This design comes from an exercise in tuning for small area, a short achievable clock period and few clock cycles per item on the open sky130 flow, not from production work.
At most, simulation tests tie the RTL to the original design; equivalence was not proved.

## run B
## NTT
module NTT #(
  parameter KYBER_K = 2,
  parameter KYBER_N = 256,
  parameter KYBER_Q = 3329,
  parameter COEFF_SZ = 16
)(
  input clk,
  input reset_n,
  input enable,
  input [COEFF_SZ-1 : 0] Coef_RData,
  output reg  [7 : 0] Coef_RAd,
  output reg  [0 : 0] Coef_WEN,
  output reg  [7 : 0] Coef_WAd,
  output reg  [COEFF_SZ-1 : 0] Coef_WData,
  output reg Poly_NTT_done
);
Size: about 2,200 cells after synthesis, roughly 370 flip-flops, ~0.022 mm² of cells after synthesis.
==> module NTT, before the edit <==
module NTT #(
  parameter KYBER_K = 2,
  parameter KYBER_N = 256,
  parameter KYBER_Q = 3329,
  parameter COEFF_SZ = 16
)(
  input clk,
  input reset_n,
  input enable,
  input [COEFF_SZ-1 : 0] Coef_RData,
  output reg  [7 : 0] Coef_RAd,
  output reg  [0 : 0] Coef_WEN,
  output reg  [7 : 0] Coef_WAd,
  output reg  [COEFF_SZ-1 : 0] Coef_WData,
  output reg Poly_NTT_done
);
function [7:0] addr;
  input [7:0] G;
  input [1:0] xsel;
  case (G[7:6])
    2'd0:    addr = {xsel, G[5:0]};
    2'd1:    addr = {G[5], xsel, G[4:0]};
    2'd2:    addr = {G[5:3], xsel, G[2:0]};
    default: addr = {G[5:1], xsel, G[0]};
  endcase
endfunction
function [6:0] zidx1;
  input [7:0] G;
  case (G[7:6])
    2'd0:    zidx1 = 7'd1;
    2'd1:    zidx1 = {6'd1, G[5]};
    2'd2:    zidx1 = {4'd1, G[5:3]};
    default: zidx1 = {2'd1, G[5:1]};
  endcase
endfunction
function [6:0] zidx2;
  input [7:0] G;
  case (G[7:6])
    2'd1:    zidx2 = {5'd1, G[5], 1'b0};
    2'd2:    zidx2 = {3'd1, G[5:3], 1'b0};
    default: zidx2 = {1'd1, G[5:1], 1'b0};
  endcase
endfunction
reg       running;
reg [3:0] sl;             
reg [8:0] nF;             
wire [7:0] nFm1 = nF[7:0] - 8'd1;
reg       wdbl;           
wire [3:0] ns = {sl[2:0], sl[3]};    
wire [7:0] rG   = (ns[0] | ns[2]) ? nF[7:0] : nFm1;
wire [1:0] rsel = {ns[0] | ns[1], ns[0] | ns[2]};
wire [7:0] raddr_n = addr(rG, rsel);
reg  [6:0] zidx;
reg  [6:0] zidx_n;
always @(*)
  case (1'b1)
    ns[1]:   zidx_n = zidx1(nF[7:0]);
    ns[2]:   zidx_n = zidx1(nFm1);
    ns[3]:   zidx_n = zidx2(nFm1);
    default: zidx_n = {zidx[6:1], 1'b1};
  endcase
wire [11:0] zeta;
Zeta M0 (.clka(clk), .addra(zidx), .douta(zeta));
reg  [8:0] wP;
wire       wuseP = wdbl ? (ns[2] | ns[3]) : (ns[0] | ns[2]);
wire [8:0] wPm1 = wP - 9'd1;
wire [8:0] wG = wuseP ? wP : wPm1;
reg  [1:0] wsel;
always @(*)
  case (1'b1)
    ns[0]:   wsel = 2'd1;
    ns[1]:   wsel = wdbl ? 2'd3 : 2'd0;
    ns[2]:   wsel = wdbl ? 2'd0 : 2'd3;
    default: wsel = 2'd2;
  endcase
wire       wvalid = wdbl ? (~wG[8] & (wG[7:6] != 2'd0)) : (wG[8:6] == 3'd0);
wire [7:0] waddr_n = addr(wG[7:0], wsel);
wire       wd_o0 = wdbl ? (ns[2] | ns[3]) : (ns[0] | ns[1]);
reg  [15:0] V, RD, RD2, O0, O1, X, Y;
wire [15:0] rS, rC, o0, o1;
wire        rk;
reg  [15:0] u;            
Montgomery_Reduce P0 (.clk(clk), .v(V), .zeta(zeta), .rS(rS), .rC(rC), .rk(rk));
Butterfly BF (.u(u), .rS(rS), .rC(rC), .rk(rk), .o0(o0), .o1(o1));
always @(posedge clk) begin
  if (sl[1] | sl[2])  V <= Coef_RData;
  else if (sl[3])     V <= O0;
  else                V <= X;
  RD  <= Coef_RData;
  RD2 <= RD;
  if (sl[1] | sl[2]) u <= RD2;
  else if (sl[3])    u <= o0;
  else               u <= O1;
  O0 <= o0;
  O1 <= o1;
  X  <= O1;
  Y  <= X;
  zidx <= zidx_n;
  Coef_WData <= wd_o0 ? O0 : Y;
  Coef_WAd <= waddr_n;
end
always @(posedge clk) begin
  if (running) begin
    sl       <= ns;
    Coef_RAd <= raddr_n;
    if (sl[2]) begin
      nF   <= nF + 9'd1;
      if (nF == 9'd66) wdbl <= 1'b1;
      else wP <= wP + 9'd1;
    end
  end else begin
    sl       <= 4'd1;
    nF       <= 9'd0;
    wP       <= 9'h1fe;
    wdbl     <= 1'b0;
    Coef_RAd <= addr(8'd0, 2'd3);
  end
end
wire last = ns[2] && nF == 9'd259;    
always @(posedge clk, negedge reset_n) begin
  if (!reset_n) begin
    running       <= 1'b0;
    Coef_WEN      <= 1'b0;
    Poly_NTT_done <= 1'b0;
  end else begin
    Poly_NTT_done <= running && last;
    Coef_WEN      <= running && !last && wvalid;
    if (running) begin
      if (last) running <= 1'b0;
    end else if (enable)
      running <= 1'b1;
  end
end
endmodule
==> flow/config.mk <==
export PLATFORM = sky130hd
export DESIGN_NAME = NTT
export DESIGN_NICKNAME = NTT
export VERILOG_FILES = /design/flow/design.v
export SDC_FILE = /design/flow/constraint.sdc
export NUM_CORES = 8
export LEC_CHECK = 0
export CAP_MARGIN = 20
export CORE_MARGIN = 2
export CORE_UTILIZATION = 55
export CTS_BUF_LIST = sky130_fd_sc_hd__clkbuf_16
export CTS_CLUSTER_DIAMETER = 100
export CTS_CLUSTER_SIZE = 30
export PLACE_DENSITY = 0.7
export SETUP_SLACK_MARGIN = 5
export SLEW_MARGIN = 20
export SYNTH_HIERARCHICAL = 1
export SYNTH_MINIMUM_KEEP_SIZE = 0
==> flow/constraint.sdc <==
create_clock -name core_clock -period 8.0 [get_ports {clk}]
set_input_delay 1.6000 -clock core_clock [delete_from_list [all_inputs] [get_ports {clk}]]
set_output_delay 1.6000 -clock core_clock [all_outputs]
set_load 0.01 [all_outputs]
run.sh (not shown) runs the stock make flow with config.mk's settings and CLKGATE_MAP_FILE= SYNTH_SCRIPT=/design/flow/synth_recipe.tcl, a recipe that flattens the netlist after the stock synthesis.
Input changes introduced in run G (baseline for comparison: run B):
diff --git a/flow/design.v b/flow/design.v
--- a/flow/design.v
+++ b/flow/design.v
@@ -1755,32 +1755,30 @@
     default: zidx2 = {1'd1, G[5:1], 1'b0};
   endcase
 endfunction
 reg       running;
 reg [3:0] sl;             
-reg [8:0] nF;             
-wire [7:0] nFm1 = nF[7:0] - 8'd1;
+reg [8:0] nF, nFm1;       
 reg       wdbl;           
 wire [3:0] ns = {sl[2:0], sl[3]};    
-wire [7:0] rG   = (ns[0] | ns[2]) ? nF[7:0] : nFm1;
+wire [7:0] rG   = (ns[0] | ns[2]) ? nF[7:0] : nFm1[7:0];
 wire [1:0] rsel = {ns[0] | ns[1], ns[0] | ns[2]};
 wire [7:0] raddr_n = addr(rG, rsel);
 reg  [6:0] zidx;
 reg  [6:0] zidx_n;
 always @(*)
   case (1'b1)
     ns[1]:   zidx_n = zidx1(nF[7:0]);
-    ns[2]:   zidx_n = zidx1(nFm1);
-    ns[3]:   zidx_n = zidx2(nFm1);
+    ns[2]:   zidx_n = zidx1(nFm1[7:0]);
+    ns[3]:   zidx_n = zidx2(nFm1[7:0]);
     default: zidx_n = {zidx[6:1], 1'b1};
   endcase
 wire [11:0] zeta;
 Zeta M0 (.clka(clk), .addra(zidx), .douta(zeta));
-reg  [8:0] wP;
+reg  [8:0] wP, wQ;
 wire       wuseP = wdbl ? (ns[2] | ns[3]) : (ns[0] | ns[2]);
-wire [8:0] wPm1 = wP - 9'd1;
-wire [8:0] wG = wuseP ? wP : wPm1;
+wire [8:0] wG = wuseP ? wP : wQ;
 reg  [1:0] wsel;
 always @(*)
   case (1'b1)
     ns[0]:   wsel = 2'd1;
     ns[1]:   wsel = wdbl ? 2'd3 : 2'd0;
@@ -1817,17 +1815,23 @@
   if (running) begin
     sl       <= ns;
     Coef_RAd <= raddr_n;
     if (sl[2]) begin
       nF   <= nF + 9'd1;
+      nFm1 <= nF;
       if (nF == 9'd66) wdbl <= 1'b1;
-      else wP <= wP + 9'd1;
+      else begin
+        wP <= wP + 9'd1;
+        wQ <= wP;
+      end
     end
   end else begin
     sl       <= 4'd1;
     nF       <= 9'd0;
+    nFm1     <= 9'h1ff;
     wP       <= 9'h1fe;
+    wQ       <= 9'h1fd;
     wdbl     <= 1'b0;
     Coef_RAd <= addr(8'd0, 2'd3);
   end
 end
 wire last = ns[2] && nF == 9'd259;    
==> comparison <==
In the flow results for run G and run B, the area growth from synthesis to layout is larger on run B. Per the comparison of run G with run B, setup slack of the critical path after layout up 0.058 ns, post-synthesis average cell area +0.41%. Run G ends up with lower number of buffers other than clock buffers in the final layout than run B does. Looking only at wire length, and setting everything else aside, the lower value of run G and run B goes to run B. Post-layout instance area in run G is 260 µm² higher than in run B. From run B to run G the numbers moved as follows: number of cells on the critical path moved down, global routing usage summed across all routing layers moved up.
Testbench counts of run G, summed over its fixed seeds: cycles 33,248, ntts 32.
No functional check of the RTL was part of run B.

[port drivers added, routing unchanged]
No port has a modelled driver above. Below, the same layouts with a new extraction and two added sets of constraints. Step 1 (the two cells are an assumption about what drives the block):
set clk [get_ports {clk}]
set_driving_cell -lib_cell sky130_fd_sc_hd__clkbuf_16 $clk
set_driving_cell -lib_cell sky130_fd_sc_hd__buf_2 [delete_from_list [all_inputs] $clk]
Step 2 moves the port delays by t, midway between the first and last clock arrival at a register: inputs arrive t later, outputs are due t later. That takes back most of the time a late clock gives input paths. a / b / c = no drivers / after step 1 / after step 2; a / b = the first two.
run	t, ns	slack for setup (ns)	latest minus earliest clock arrival (ns)
run B	0.567	4.993 / 4.993 / 4.993	0.069 / 0.069
run G	0.573	5.051 / 5.051 / 5.051	0.054 / 0.054
After both steps setup and hold are still met in every run listed.
